Context: an optimization exercise on an open-source flow, tuned for small area. The choices shown serve that exercise and are no tape-out recipe.
Function was checked by simulation only, so behaviour that the tests miss may differ from the original.
Power is estimated from default activity; no workload was simulated.

[flow/flow/run.sh]
#!/bin/bash
# Standard ORFS layout with: area-oriented abc mapping under a delay target,
# no full-adder extraction, small port buffers, small clock buffers and no
# dummy clock loads.
here=$(pwd)
export FLOW_SYNTH_TCL=$here/synth_recipe.tcl
bash standard.sh \
  "SYNTH_SCRIPT=$here/flow/my_abc_synth.tcl" \
  "ABC_SCRIPT_FILE=$here/flow/map.abc" \
  "ADDER_MAP_FILE=" \
  "BUFFER_PORTS_ARGS=-buffer_cell sky130_fd_sc_hd__buf_1" \
  "CTS_ARGS=-sink_clustering_enable -repair_clock_nets -dont_use_dummy_load -sink_clustering_size 30 -buf_list sky130_fd_sc_hd__clkbuf_8" \
  finish > standard.log 2>&1
[flow/flow/my_abc_synth.tcl]
# The standard flow's synthesis script, with abc given the mapping script in ABC_SCRIPT_FILE
proc abc {args} {
  set i [lsearch $args -script]
  if {$i >= 0 && [info exists ::env(ABC_SCRIPT_FILE)] && $::env(ABC_SCRIPT_FILE) ne ""} {
    lset args [expr {$i + 1}] $::env(ABC_SCRIPT_FILE)
  }
  yosys abc {*}$args
}
source $::env(FLOW_SYNTH_TCL)
[flow/flow/map.abc]
strash
dch -f
map -D 2500
topo
upsize -D 2500
dnsize -D 2500
stime -c
[flow/standard.sh]
#!/bin/bash
# synth_recipe.tcl (not shown) runs the flow's synth.tcl, then flattens the netlist and writes it again
# the make line also repeats each setting of config.mk as NAME=value (left out here)
make -C /OpenROAD-flow-scripts/flow DESIGN_CONFIG=/design/flow/config.mk WORK_HOME=/design/flow/orfs CLKGATE_MAP_FILE= SYNTH_SCRIPT=/design/flow/synth_recipe.tcl "${@:-finish}"
[flow/config.mk]
export PLATFORM = sky130hd
export DESIGN_NAME = pipelined_alu_3stage
export DESIGN_NICKNAME = pipelined_alu_3stage
export VERILOG_FILES = /design/flow/design.v
export SDC_FILE = /design/flow/constraint.sdc
export NUM_CORES = 4
export LEC_CHECK = 0
export CAP_MARGIN = 20
export CORE_MARGIN = 2
export CORE_UTILIZATION = 40
export SLEW_MARGIN = 20
[flow/constraint.sdc]
create_clock -name core_clock -period 4.0 [get_ports {clk}]
set_input_delay 0.8000 -clock core_clock [delete_from_list [all_inputs] [get_ports {clk}]]
set_output_delay 0.8000 -clock core_clock [all_outputs]
set_load 0.01 [all_outputs]
[flow/design.v]
module pipelined_alu_3stage(
input clk,
input reset,
input [15:0] A,
input [15:0] B,
input [3:0] opcode,
output reg [15:0] result,
output reg zero,
output reg carry,
output sign,
output reg overflow
);
wire hi0   = (opcode[3:1] == 3'b000);
wire arith = hi0;
wire sub   = hi0 & opcode[0];
wire op_and = (opcode == 4'd2);
wire op_or  = (opcode == 4'd3);
wire op_xor = (opcode == 4'd4);
wire sel_p = arith | op_or | op_xor;
wire sel_g = op_and | op_or;
wire [15:0] bx = B ^ {16{sub}};
wire [15:0] p = A ^ bx;
wire [15:0] g = A & bx;
wire [16:0] c;
assign c[0] = sub;
genvar i;
generate
  for (i = 0; i < 16; i = i + 1) begin : rc
    assign c[i+1] = g[i] | (p[i] & c[i]);
  end
endgenerate
wire [15:0] s = p ^ (c[15:0] & {16{arith}});
wire [15:0] res_c = ({16{sel_p}} & s) | ({16{sel_g}} & g);
wire t16 = c[16] ^ sub;
reg [15:0] res1, res2;
reg c1, v1, c2, v2;
always @(posedge clk or posedge reset) begin
  if (reset) begin
    res1 <= 0; c1 <= 0; v1 <= 0;
    res2 <= 0; c2 <= 0; v2 <= 0;
    result <= 0; zero <= 0; carry <= 0; overflow <= 0;
  end else begin
    res1 <= res_c;
    if (arith) begin
      c1 <= t16;
      v1 <= s[15] ^ t16;
    end
    res2 <= res1; c2 <= c1; v2 <= v1;
    result <= res2;
    zero <= (res2 == 16'd0);
    carry <= c2;
    overflow <= v2;
  end
end
assign sign = result[15];
endmodule
==> impl_metrics.env, run 1 <==
export IMPL_maxSlewViolCount=0
export IMPL_portBuffers=57
export IMPL_switching_share_pct=26.0
export IMPL_intPower_uw=793
export IMPL_ctsHoldBuffers=0
export IMPL_clock_power_share_pct=23.7
export IMPL_power_density_nw_per_um2=379
export IMPL_fill_cells=579
export IMPL_cts_max_level=2
export IMPL_synth_cells=257
export IMPL_fp_dieW_um=82.0
export IMPL_grt_pass1_wl_um=6870
export IMPL_relSlewSlack_pct=42.8
export IMPL_clock_skew_ns=0.0143
export IMPL_area_growth_pct=16.1
export IMPL_fin_nets=361
export IMPL_insertion_delay_ns=0.29
export IMPL_p_leak_nw=1.31
export IMPL_synth_edf_count=0
export IMPL_yosysWarnings=1
export IMPL_layout_drive_gt1_share_pct=8.72
export IMPL_min_path_type="reg2reg"
export IMPL_drv_cap=0
export IMPL_grt_setup_unrepaired="false"
export IMPL_crit_path_start="opcode[3]"
export IMPL_seq_area_frac_synth_pct=56.5
export IMPL_track_usage_pct=13.3
export IMPL_cts_made_buffers=5
export IMPL_crit_type="in2reg"
export IMPL_async_flop_share_pct=100
export IMPL_place_hpwl_um=3170
export IMPL_grt_pass1_vias=1581
export IMPL_crit_top_cell="nand3_2"
export IMPL_initial_core_util_pct=41.1
export IMPL_post_place_ws_ns=0.383
export IMPL_fp_dieArea_um2=6730
export IMPL_synth_area_per_cell_um2=9.48
export IMPL_ant_nets=0
export IMPL_finalSetupTns_ns=0
export IMPL_antennaDiodeCount=0
export IMPL_cp_start_kind="input pin"
export IMPL_holdWs_ns=0.343
export IMPL_r2r_start="res2[8]$_DFF_PP0_"
export IMPL_switchingPower_uw=278
export IMPL_p_comb_share_pct=17.7
export IMPL_min_from="res1[12]$_DFF_PP0_"
export IMPL_antenna_found_initial=0
export IMPL_die_height_um=82.0
export IMPL_clk_pin_slew_ns=0.07
export IMPL_finalCriticalPeriod_ns=3.29
export IMPL_cts_tree="yes"
export IMPL_tightestPinTransition_ns=0.857
export IMPL_grt_max_degree=56
export IMPL_max_stage_delay_ns=0.24
export IMPL_status="complete, no violations"
export IMPL_setup_viol_count_final=0
export IMPL_timing_final_ws_setup_ns=0.710
export IMPL_syn_area_um2=2440
export IMPL_dp_cells=391
export IMPL_dr_first_iter_drc_count=89
export IMPL_cts_resized=0
export IMPL_clock_sinks=55
export IMPL_crit_path_end_kind="flip-flop"
export IMPL_synthFlopType="dfrtp_1"
export IMPL_finalHoldViolations=0
export IMPL_max_clock_path_buffers=2
export IMPL_gp_congestion=0.831
export IMPL_power_frac_seq_pct=58.5
export IMPL_post_cts_buffers=0
export IMPL_overflow=0
export IMPL_routed_via_density=4.57
export IMPL_final_cells=396
export IMPL_crit_required_ns=4.17
export IMPL_slowest_stage="nor3_4"
export IMPL_ys_ff_latch=55
export IMPL_fin_total_pwr_mw=1.07
export IMPL_drt_first_pass_iters=4
export IMPL_routed_wirelength_um=4050
export IMPL_timing_final_crit_share_pct=82.3
export IMPL_arrival_ns=3.46
export IMPL_drt_wirelength_per_cell_um=10.2
export IMPL_vias=1811
export IMPL_cts_root_buf="clkbuf_8"
export IMPL_rows=28
export IMPL_core_area_um2=5920
export IMPL_fmax_ghz=0.304
export IMPL_ir_worst_vdd_uv=195
export IMPL_synthesis_nets=295
export IMPL_drc=0
export IMPL_synth_cell_type_count=30
export IMPL_path_max_fanout=8
export IMPL_ios=58
==> power by group through the flow <==
stage               Combinational (mW)  Clock [mW]  Sequential (mW)
finish                           0.190       0.254            0.627
global placement                 0.190           0            0.638
CTS                              0.193       0.268            0.629
global route                     0.220       0.288            0.634
floorplan                        0.126           0            0.645
detailed placement               0.193           0            0.640
==> through the flow <==
| stage | utilization, % | cell area, um^2 |
|---|---|---|
| 2_1_floorplan | - | 2440 |
| 3_3_place_gp | 46.6 | 2760 |
| 3_5_place_dp | 46.6 | 2760 |
| 4_1_cts | 47.8 | 2830 |
| 5_1_grt | 47.8 | 2830 |
| 6_report | 47.8 | 2830 |
==> final timing paths <==
path	endpoint	slack [ns]	depth (start not counted)
setup / recovery	v1$_DFFE_PP0P_	0.71	28
hold / removal	res2[12]$_DFF_PP0_	0.34	0
setup reg to reg	zero$_DFF_PP0_	3.06	3
hold reg to reg	res2[12]$_DFF_PP0_	0.34	0
max in group asynchronous	res1[10]$_DFF_PP0_	2.86	2
min in group asynchronous	res2[15]$_DFF_PP0_	0.64	2
==> kinds of logic after synthesis <==
| kind of cell | count (synthesis) | share of synthesized area (%) |
|---|---|---|
| xor+xnor | 20 | 7.19 |
| flops | 55 | 56.5 |
| compound gates | 29 | 7.60 |
| simple gates | 121 | 23.6 |
| buf+inv | 32 | 5.14 |
==> cell usage after synthesis (2+ instances only) <==
cell	n	area, um^2
nand3_1	6	30.0
o32ai_1	2	17.5
a31oi_1	2	12.5
nand2_2	4	25.0
a21oi_1	7	35.0
nor2_1	38	143
clkinv_1	30	113
xor2_1	6	52.6
xnor2_1	14	123
dfrtp_1	55	1380
o22ai_1	13	81.3
nor4_1	4	25.0
nand3_2	8	80.1
nand2_1	52	195
==> state kept, by name (all words and copies together), names as in the netlist <==
register / count
v1: 1
result: 16
zero: 1
overflow: 1
carry: 1
res2: 16
res1: 16
c2: 1
v2: 1
c1: 1
==> layout make-up <==
class	instances	area (um^2)	share of cell area [%]
clock buffer	5	68.8	2.43
inverter	31	119	4.20
multi-input combinational	170	935	33.0
sequential	55	1380	48.7
tap	75	93.8	3.32
timing repair buffer	60	236	8.36
==> placed cells by master (no fill, tap or decap) <==
master    Yosys  layout
nand2_4       1       1
xnor2_1      14      14
or2_4         1       1
a32o_1        1       1
nor3_4        1       1
and3_2        1       1
a31oi_1       2       2
xor2_1        6       6
a31o_1        1       1
a21o_1        1       1
o22ai_1      13      13
clkbuf_8      0       5
clkinv_1     30      29
clkinv_2      1       2
or2_2         1       1
dfrtp_1      55      55
nand3_1       6       6
a21oi_1       7       7
buf_4         1       3
nand3b_1      1       1
nand3_2       8       8
nand4_1       1       1
nor4_1        4       4
a211oi_1      1       1
buf_1         0      57
nor2_2        1       1
nand2_2       4       4
and3_1        1       1
o32ai_1       2       2
o21ai_0       1       1
nand2_1      52      52
nor2_1       38      38
==> worst max-delay path, delay by kind of cell <==
| family | cells | cell delay (ns) |
|---|---|---|
| simple gates | 24 | 2.12 |
| compound gates | 2 | 0.34 |
| buf+inv | 2 | 0.21 |
==> per-layer routing <==
metal | GRT usage, % | up-vias | wire length (um)
met5 | 0 | - | 0
met4 | 5.00 | 0 | 46
met3 | 2.64 | 4 | 205
met2 | 21.5 | 48 | 1920
met1 | 17.7 | 797 | 1880
li1 | - | 962 | -
==> inputs of run 2 (changes only) <==
--- a/flow/flow/run.sh
+++ b/flow/flow/run.sh
@@ -9,5 +9,5 @@
   "ABC_SCRIPT_FILE=$here/flow/map.abc" \
   "ADDER_MAP_FILE=" \
   "BUFFER_PORTS_ARGS=-buffer_cell sky130_fd_sc_hd__buf_1" \
-  "CTS_ARGS=-sink_clustering_enable -repair_clock_nets -dont_use_dummy_load -sink_clustering_size 30 -buf_list sky130_fd_sc_hd__clkbuf_8" \
+  "CTS_ARGS=-sink_clustering_enable -repair_clock_nets -dont_use_dummy_load -buf_list sky130_fd_sc_hd__clkbuf_8" \
   finish > standard.log 2>&1
==> run 2 against run 1 <==
  * Synthesized cell count is the same
  * Critical path type unchanged
  * Worst setup slack stayed put
  * Sequential power about the same
  * Still clean on timing, DRC and antenna
  * Critical path depth did not move
  * Sequential cell count unchanged
  * Global-route usage unchanged
  * First-iteration DRC count did not move
  * Clock skew unchanged
  * Synthesized area unchanged
  * Largest cell class unchanged
  * Clock-buffer cell count unchanged
  * Worst hold slack did not move
  * Maximum frequency did not move
==> impl_metrics.env, run 2 <==
export IMPL_synth_cells=257
export IMPL_finalCriticalPeriod_ns=3.29
export IMPL_track_usage_pct=13.3
export IMPL_path_max_fanout=8
export IMPL_ys_ff_latch=55
export IMPL_holdWs_ns=0.343
export IMPL_cts_max_level=2
export IMPL_yosysTopAreaCell="dfrtp_1"
export IMPL_grtUsageMet1_pct=17.7
export IMPL_synthAdderAreaFrac_pct=0
export IMPL_intPower_uw=793
export IMPL_arrival_ns=3.46
export IMPL_finalSetupTns_ns=0
export IMPL_drt_first_pass_iters=4
export IMPL_relSlewSlack_pct=42.8
export IMPL_final_area_um2=2830
export IMPL_drt_wirelength_per_cell_um=10.2
export IMPL_yosys_area_top_type_share_pct=56.5
export IMPL_grtUsageMet3_pct=2.64
export IMPL_synth_area_mux_share_pct=0
export IMPL_reg2reg_slack_ns=3.06
export IMPL_fill_cells=579
export IMPL_cts_root_buf="clkbuf_8"
export IMPL_synth_top_family_by_area="simple AND/OR/NAND/NOR gates"
export IMPL_r2r_start="res2[8]$_DFF_PP0_"
export IMPL_layout_drive_gt1_share_pct=8.72
export IMPL_post_synth_top_count_cell="dfrtp_1"
export IMPL_yosysWarnings=1
export IMPL_dr_first_iter_drc_count=89
export IMPL_place_hpwl_um=3170
export IMPL_dp_cells=391
export IMPL_crit_path_end_kind="flip-flop"
export IMPL_fmax_ghz=0.304
export IMPL_async_flop_share_pct=100
export IMPL_overflow=0
export IMPL_insertion_delay_ns=0.29
export IMPL_portBuffers=57
export IMPL_synth_xor_area_share_pct=7.19
export IMPL_synthTopCellsByArea="dfrtp_1, nand2_1, nor2_1"
export IMPL_routed_via_density=4.57
export IMPL_switchingPower_uw=278
export IMPL_antennaDiodeCount=0
export IMPL_r2r_cells=3
export IMPL_switching_share_pct=26.0
export IMPL_ctsHoldBuffers=0
export IMPL_placed_area_um2=2760
export IMPL_power_density_nw_per_um2=379
export IMPL_drv_cap=0
export IMPL_min_from="res1[12]$_DFF_PP0_"
export IMPL_area_growth_pct=16.1
export IMPL_cts_resized=0
export IMPL_tightestPinTransition_ns=0.857
export IMPL_initial_core_util_pct=41.1
export IMPL_synth_area_per_cell_um2=9.48
export IMPL_routed_wirelength_um=4050
export IMPL_netlist_top_cells_count="dfrtp_1, nand2_1, nor2_1"
export IMPL_p_leak_nw=1.31
export IMPL_cp_start_kind="input pin"
export IMPL_seq_area_frac_synth_pct=56.5
export IMPL_clock_sinks=55
export IMPL_clock_skew_ns=0.0143
export IMPL_cts_made_buffers=5
export IMPL_p_comb_share_pct=17.7
export IMPL_synthFlopType="dfrtp_1"
export IMPL_synth_cell_type_count=30
export IMPL_hold_depth=0
export IMPL_largestRegisters="res1 x16, res2 x16, result x16"
export IMPL_antenna_found_initial=0
export IMPL_gr_usage_met2_pct=21.5
export IMPL_status="complete, no violations"
export IMPL_cts_tree="yes"
export IMPL_final_cells=396
export IMPL_finalHoldViolations=0
export IMPL_rows=28
export IMPL_rr_endpoint="zero$_DFF_PP0_"
export IMPL_fp_dieW_um=82.0
export IMPL_fp_dieArea_um2=6730
export IMPL_max_clock_path_buffers=2
export IMPL_gp_congestion=0.831
export IMPL_final_cell_mix="buf_1, dfrtp_1, nand2_1"
export IMPL_ir_worst_vdd_uv=195
export IMPL_clk_pin_slew_ns=0.07
export IMPL_grt_pass1_wl_um=6870
export IMPL_layout_commonest_cell="buf_1"
export IMPL_vias=1811
export IMPL_syn_area_um2=2440
export IMPL_core_area_um2=5920
export IMPL_ant_nets=0
export IMPL_timing_final_crit_share_pct=82.3
export IMPL_power_frac_seq_pct=58.5
export IMPL_synthesis_nets=295
export IMPL_synth_edf_count=0
export IMPL_crit_required_ns=4.17
export IMPL_grt_busiest_layer="met2"
export IMPL_fin_nets=361
export IMPL_setup_viol_count_final=0
export IMPL_drc=0
export IMPL_synth_compound_area_share_pct=7.60
export IMPL_maxSlewViolCount=0
export IMPL_synth_simple_gate_area_share_pct=23.6
export IMPL_die_height_um=82.0
export IMPL_min_path_type="reg2reg"
export IMPL_grt_setup_unrepaired="false"
export IMPL_grt_pass1_vias=1581
export IMPL_clock_power_share_pct=23.7
export IMPL_min_to="res2[12]$_DFF_PP0_"
export IMPL_ios=58
export IMPL_grt_max_degree=56
export IMPL_crit_type="in2reg"
export IMPL_post_cts_buffers=0
==> run 2: cell counts in the layout (fill, tap and decap cells not counted) <==
No cell type changed its count.
==> run 2: worst max-delay path, cell delays in order <==
cell,delay (ns)
buf_1,0.13
nor3_4,0.24
nand2_4,0.14
clkinv_2,0.08
nand2_2,0.05
nand3_1,0.11
nand2_1,0.08
nand2_2,0.07
nand2_1,0.05
nand2_1,0.06
nand2_1,0.07
a31oi_1,0.19
nor2_1,0.07
nor2_2,0.11
nand2_2,0.07
nand3_2,0.07
nand3_2,0.08
nand3_2,0.08
nand3_2,0.08
nand3_2,0.08
nand3_2,0.08
nand3_2,0.08
nand3_2,0.08
nand3_1,0.10
nand3_1,0.11
a21oi_1,0.15
nand3b_1,0.11
nand2_1,0.05
==> run 2: final cells by class <==
class                   count  area, um^2  area share, %
clock buffers               5        68.8           2.43
well taps                  75        93.8           3.32
inverters                  31         119           4.20
multi-input cells         170         935           33.0
repair buffers             60         236           8.36
flip-flops and latches     55        1380           48.7
==> run 2: power by group through the flow <==
stage,registers (mW),clock network [mW],logic [mW]
5_1_grt,0.634,0.288,0.220
4_1_cts,0.629,0.268,0.193
3_3_place_gp,0.638,0,0.190
3_5_place_dp,0.640,0,0.193
2_1_floorplan,0.645,0,0.126
6_report,0.627,0.254,0.190
==> run 2: logic make-up after synthesis <==
logic type             Yosys count
AO/OA/AOI/OAI                   29
XOR/XNOR                        20
buffers and inverters           32
flip-flops                      55
AND/OR/NAND/NOR                121
==> run 2: worst max-delay path by stage <==
stage / slack [ns] / depth (start not counted) / from / end
3_3_place_gp: 0.49 / 25 / opcode[3] / v1$_DFFE_PP0P_
6_report: 0.71 / 28 / opcode[3] / v1$_DFFE_PP0P_
4_1_cts: 0.69 / 28 / opcode[3] / v1$_DFFE_PP0P_
3_5_place_dp: 0.38 / 28 / opcode[3] / v1$_DFFE_PP0P_
5_1_grt: 0.35 / 28 / opcode[3] / v1$_DFFE_PP0P_
2_1_floorplan: 0.54 / 25 / opcode[3] / v1$_DFFE_PP0P_
==> run 2: metal layers <==
metal	vias up	wire length (um)
li1	962	-
met1	797	1880
met2	48	1920
met3	4	205
met4	0	46
met5	-	0
==> run 2: metrics by stage <==
stage	utilization, %	setup slack, ns	total power [mW]
5_1_grt	47.8	0.348	1.14
6_report	47.8	0.710	1.07
4_1_cts	47.8	0.690	1.09
3_5_place_dp	46.6	0.383	0.833
2_1_floorplan	-	0.541	0.771
3_3_place_gp	46.6	0.494	0.828
==> inputs of run 3 (changes only) <==
--- a/flow/flow/run.sh
+++ b/flow/flow/run.sh
@@ -9,5 +9,5 @@
   "ABC_SCRIPT_FILE=$here/flow/map.abc" \
   "ADDER_MAP_FILE=" \
   "BUFFER_PORTS_ARGS=-buffer_cell sky130_fd_sc_hd__buf_1" \
-  "CTS_ARGS=-sink_clustering_enable -repair_clock_nets -dont_use_dummy_load -buf_list sky130_fd_sc_hd__clkbuf_8" \
+  "CTS_ARGS=-repair_clock_nets -dont_use_dummy_load -buf_list sky130_fd_sc_hd__clkbuf_16" \
   finish > standard.log 2>&1
==> run 3 against run 2 <==
  * Synthesized area unchanged
  * Core utilization increased by 0.95 points
  * Die area unchanged
  * Critical path type unchanged
  * Worst hold slack got worse by 0.0027 ns
  * Cell area increased by 2.0%
  * Largest cell class unchanged
  * Still clean on timing, DRC and antenna
==> impl_metrics.env, run 3 <==
export IMPL_cts_root_buf="clkbuf_16"
export IMPL_maxSlewViolCount=0
export IMPL_largestRegisters="res1 x16, res2 x16, result x16"
export IMPL_cts_tree="yes"
export IMPL_crit_top_cell="nand3_2"
export IMPL_hold_depth=0
export IMPL_post_synth_top_count_cell="dfrtp_1"
export IMPL_antenna_found_initial=0
export IMPL_yosys_area_top_type_share_pct=56.5
export IMPL_grt_pass1_vias=1582
export IMPL_yosysTopAreaCell="dfrtp_1"
export IMPL_rows=28
export IMPL_fin_util_pct=48.7
export IMPL_timing_final_crit_share_pct=82.4
export IMPL_seq_area_frac_synth_pct=56.5
export IMPL_ios=58
export IMPL_antennaDiodeCount=0
export IMPL_drt_first_pass_iters=4
export IMPL_synth_cells=257
export IMPL_fp_dieArea_um2=6730
export IMPL_drv_cap=0
export IMPL_layout_drive_gt1_share_pct=8.72
export IMPL_vias=1811
export IMPL_intPower_uw=902
export IMPL_reg2reg_slack_ns=3.06
export IMPL_timing_final_ws_setup_ns=0.703
export IMPL_post_place_ws_ns=0.383
export IMPL_relSlewSlack_pct=42.5
export IMPL_min_from="res1[12]$_DFF_PP0_"
export IMPL_initial_core_util_pct=41.1
export IMPL_gp_congestion=0.831
export IMPL_insertion_delay_ns=0.28
export IMPL_cp_start_kind="input pin"
export IMPL_tightestPinTransition_ns=0.862
export IMPL_grt_max_degree=56
export IMPL_worst_path_buf_inv=2
export IMPL_p_comb_share_pct=15.9
export IMPL_finalSetupTns_ns=0
export IMPL_finalCriticalPeriod_ns=3.30
export IMPL_clk_pin_slew_ns=0.06
export IMPL_cts_resized=0
export IMPL_power_density_nw_per_um2=416
export IMPL_max_clock_path_buffers=2
export IMPL_clock_sinks=55
export IMPL_arrival_ns=3.46
export IMPL_grt_pass1_wl_um=6890
export IMPL_switchingPower_uw=296
export IMPL_min_path_type="reg2reg"
export IMPL_yosysWarnings=1
export IMPL_synthFlopType="dfrtp_1"
export IMPL_cts_made_buffers=5
export IMPL_slowest_stage="nor3_4"
export IMPL_power_frac_seq_pct=52.4
export IMPL_cts_max_level=2
export IMPL_clock_skew_ns=0.00914
export IMPL_crit_required_ns=4.17
export IMPL_status="complete, no violations"
export IMPL_post_cts_buffers=0
export IMPL_dr_first_iter_drc_count=118
export IMPL_fin_nets=361
export IMPL_crit_path_end_kind="flip-flop"
export IMPL_final_cell_mix="buf_1, dfrtp_1, nand2_1"
export IMPL_r2r_cells=3
export IMPL_ctsHoldBuffers=0
export IMPL_grt_setup_unrepaired="false"
export IMPL_place_hpwl_um=3170
export IMPL_crit_type="in2reg"
export IMPL_synthesis_nets=295
export IMPL_drt_wirelength_per_cell_um=10.3
export IMPL_setup_viol_count_final=0
export IMPL_path_max_fanout=8
export IMPL_netlist_top_cells_count="dfrtp_1, nand2_1, nor2_1"
export IMPL_ys_ff_latch=55
export IMPL_switching_share_pct=24.7
export IMPL_synth_cell_type_count=30
export IMPL_overflow=0
export IMPL_drc=0
export IMPL_clock_power_share_pct=31.7
export IMPL_max_stage_delay_ns=0.24
export IMPL_synth_area_per_cell_um2=9.48
export IMPL_p_leak_nw=1.34
export IMPL_async_flop_share_pct=100
export IMPL_fill_cells=573
export IMPL_fmax_ghz=0.303
export IMPL_area_growth_pct=18.4
export IMPL_rr_endpoint="zero$_DFF_PP0_"
export IMPL_core_area_um2=5920
export IMPL_ant_nets=0
export IMPL_portBuffers=57
export IMPL_synthTopCellsByArea="dfrtp_1, nand2_1, nor2_1"
export IMPL_min_to="res2[12]$_DFF_PP0_"
export IMPL_syn_area_um2=2440
export IMPL_ir_worst_vdd_uv=283
export IMPL_fp_dieW_um=82.0
export IMPL_routed_wirelength_um=4080
export IMPL_track_usage_pct=13.5
export IMPL_placed_area_um2=2760
export IMPL_final_area_um2=2890
export IMPL_synth_edf_count=0
export IMPL_die_height_um=82.0
export IMPL_layout_commonest_cell="buf_1"
export IMPL_routed_via_density=4.57
export IMPL_finalHoldViolations=0
export IMPL_crit_family="simple AND/OR/NAND/NOR gates"
export IMPL_r2r_start="res2[8]$_DFF_PP0_"
-- run 3: how the worst max path moves through the flow --
stage	start	endpoint	cells after the start	slack, ns
floorplan	opcode[3]	v1$_DFFE_PP0P_	25	0.54
global placement	opcode[3]	v1$_DFFE_PP0P_	25	0.49
detailed placement	opcode[3]	v1$_DFFE_PP0P_	28	0.38
CTS	opcode[3]	v1$_DFFE_PP0P_	28	0.68
global route	opcode[3]	v1$_DFFE_PP0P_	28	0.33
finish	opcode[3]	v1$_DFFE_PP0P_	28	0.70
-- run 3: area by class of cell --
cell class / count / area, um^2 / area share [%]
repair buffers: 60 / 236 / 8.20
inverters: 31 / 119 / 4.12
multi-input cells: 170 / 935 / 32.4
clock buffers: 5 / 125 / 4.34
well taps: 75 / 93.8 / 3.25
flip-flops and latches: 55 / 1380 / 47.7
-- run 3: logic make-up (layout without fill, tap and decap cells) --
group           after synthesis  count (layout)  share of synthesized area, %
simple gates                121             121                          23.6
flops                        55              55                          56.5
buf+inv                      32              96                          5.14
compound gates               29              29                          7.60
xor+xnor                     20              20                          7.19
-- run 3: stage by stage --
stage	std cells	hold slack [ns]	total power, mW
2_1_floorplan	257	0.331	0.771
3_3_place_gp	391	0.335	0.828
3_5_place_dp	391	0.335	0.833
4_1_cts	396	0.343	1.22
5_1_grt	396	0.352	1.27
6_report	396	0.340	1.20
-- run 3: per-layer routing --
layer / track usage [%] / wire [um]
met3: 2.31 / 195
met1: 17.7 / 1900
met5: 0 / 0
met2: 21.5 / 1900
met4: 6.50 / 89
-- run 3: power groups by stage --
stage               registers (mW)  logic [mW]  clock network, mW
global placement             0.638       0.190                  0
CTS                          0.630       0.193              0.392
floorplan                    0.645       0.126                  0
finish                       0.629       0.190              0.380
global route                 0.635       0.220              0.411
detailed placement           0.640       0.193                  0
-- run 3: worst reg2reg max path, delay by kind of cell, from the launching register on --
family / cells / cell delay [ns]
AND/OR/NAND/NOR: 3 / 0.51
flip-flops: 1 / 0.38
==> inputs of run 4 (changes only) <==
--- a/flow/flow/run.sh
+++ b/flow/flow/run.sh
@@ -9,5 +9,5 @@
   "ABC_SCRIPT_FILE=$here/flow/map.abc" \
   "ADDER_MAP_FILE=" \
   "BUFFER_PORTS_ARGS=-buffer_cell sky130_fd_sc_hd__buf_1" \
-  "CTS_ARGS=-repair_clock_nets -dont_use_dummy_load -buf_list sky130_fd_sc_hd__clkbuf_16" \
+  "CTS_ARGS=-sink_clustering_enable -repair_clock_nets -dont_use_dummy_load -sink_clustering_size 64 -sink_clustering_max_diameter 300 -buf_list sky130_fd_sc_hd__clkbuf_8 sky130_fd_sc_hd__clkbuf_16" \
   finish > standard.log 2>&1
==> run 4 against run 3 <==
  * The run now fails in clock tree synthesis (4_1_cts)
  * Synthesized cell count is the same
  * Synthesized area is the same
==> impl_metrics.env, run 4 <==
export IMPL_post_synth_top_count_cell="dfrtp_1"
export IMPL_gp_congestion=0.831
export IMPL_error="[ERROR STA-0564] clock_tree_synthesis positional arguments not supported."
export IMPL_status="stopped before the end"
export IMPL_seq_area_frac_synth_pct=56.5
export IMPL_synth_cell_type_count=30
export IMPL_dp_cells=391
export IMPL_syn_area_um2=2440
export IMPL_synth_compound_area_share_pct=7.60
export IMPL_synth_edf_count=0
export IMPL_synth_cells=257
export IMPL_ios=58
export IMPL_ys_ff_latch=55
export IMPL_synthAdderAreaFrac_pct=0
export IMPL_synth_xor_area_share_pct=7.19
export IMPL_netlist_top_cells_count="dfrtp_1, nand2_1, nor2_1"
export IMPL_synthTopCellsByArea="dfrtp_1, nand2_1, nor2_1"
export IMPL_yosysWarnings=1
export IMPL_place_hpwl_um=3170
export IMPL_synth_area_mux_share_pct=0
export IMPL_synthFlopType="dfrtp_1"
export IMPL_initial_core_util_pct=41.1
export IMPL_async_flop_share_pct=100
export IMPL_yosysTopAreaCell="dfrtp_1"
export IMPL_die_height_um=82.0
export IMPL_rows=28
export IMPL_yosys_area_top_type_share_pct=56.5
export IMPL_synthesis_nets=295
export IMPL_synth_top_family_by_area="simple AND/OR/NAND/NOR gates"
export IMPL_synth_area_per_cell_um2=9.48
export IMPL_lastStage="clock tree synthesis (4_1_cts)"
export IMPL_fp_dieW_um=82.0
export IMPL_portBuffers=57
export IMPL_synth_simple_gate_area_share_pct=23.6
run 4: cell counts after synthesis:
No cell type changed its count.
run 4: power by group through the flow:
| stage | clock network (mW) | registers (mW) | logic (mW) |
|---|---|---|---|
| floorplan | 0 | 0.645 | 0.126 |
| global placement | 0 | 0.638 | 0.190 |
| detailed placement | 0 | 0.640 | 0.193 |
run 4: how the worst max path moves through the flow:
stage	endpoint	slack (ns)	cells after the start
floorplan	v1$_DFFE_PP0P_	0.54	25
global placement	v1$_DFFE_PP0P_	0.49	25
detailed placement	v1$_DFFE_PP0P_	0.38	28
run 4: per-stage QoR:
stage          worst slack (ns)  area, um^2  total power, mW  hold WS [ns]
2_1_floorplan             0.541        2440            0.771         0.331
3_3_place_gp              0.494        2760            0.828         0.335
3_5_place_dp              0.383        2760            0.833         0.335
run 4: cell families after synthesis:
logic type,after synthesis
simple gates,121
compound gates,29
buf+inv,32
xor+xnor,20
flops,55

## port drivers added, routing unchanged
Ports are ideal in the flow. The routed layouts listed here were re-timed in OpenROAD.
Step 1 sets driving cells, clkbuf_16 on the clock port and buf_2 on the other inputs (assumed; they add their load-dependent delay and slew).
Step 2 times the ports against the registers' clock, not the clock port: input delays grow and output delays shrink by t, the midpoint of the rising clock arrivals with the driver on.
a / b / c = no drivers / after step 1 / after step 2; a / b = the first two.
run | t (ns) | slack for setup (ns) | latest minus earliest clock arrival (ns)
run 1 | 0.309 | 0.710 / 0.714 / 0.405 | 0.014 / 0.014
run 2 | 0.309 | 0.710 / 0.714 / 0.405 | 0.014 / 0.014
run 3 | 0.305 | 0.703 / 0.709 / 0.404 | 0.010 / 0.009
After both steps every run listed still meets setup and hold.
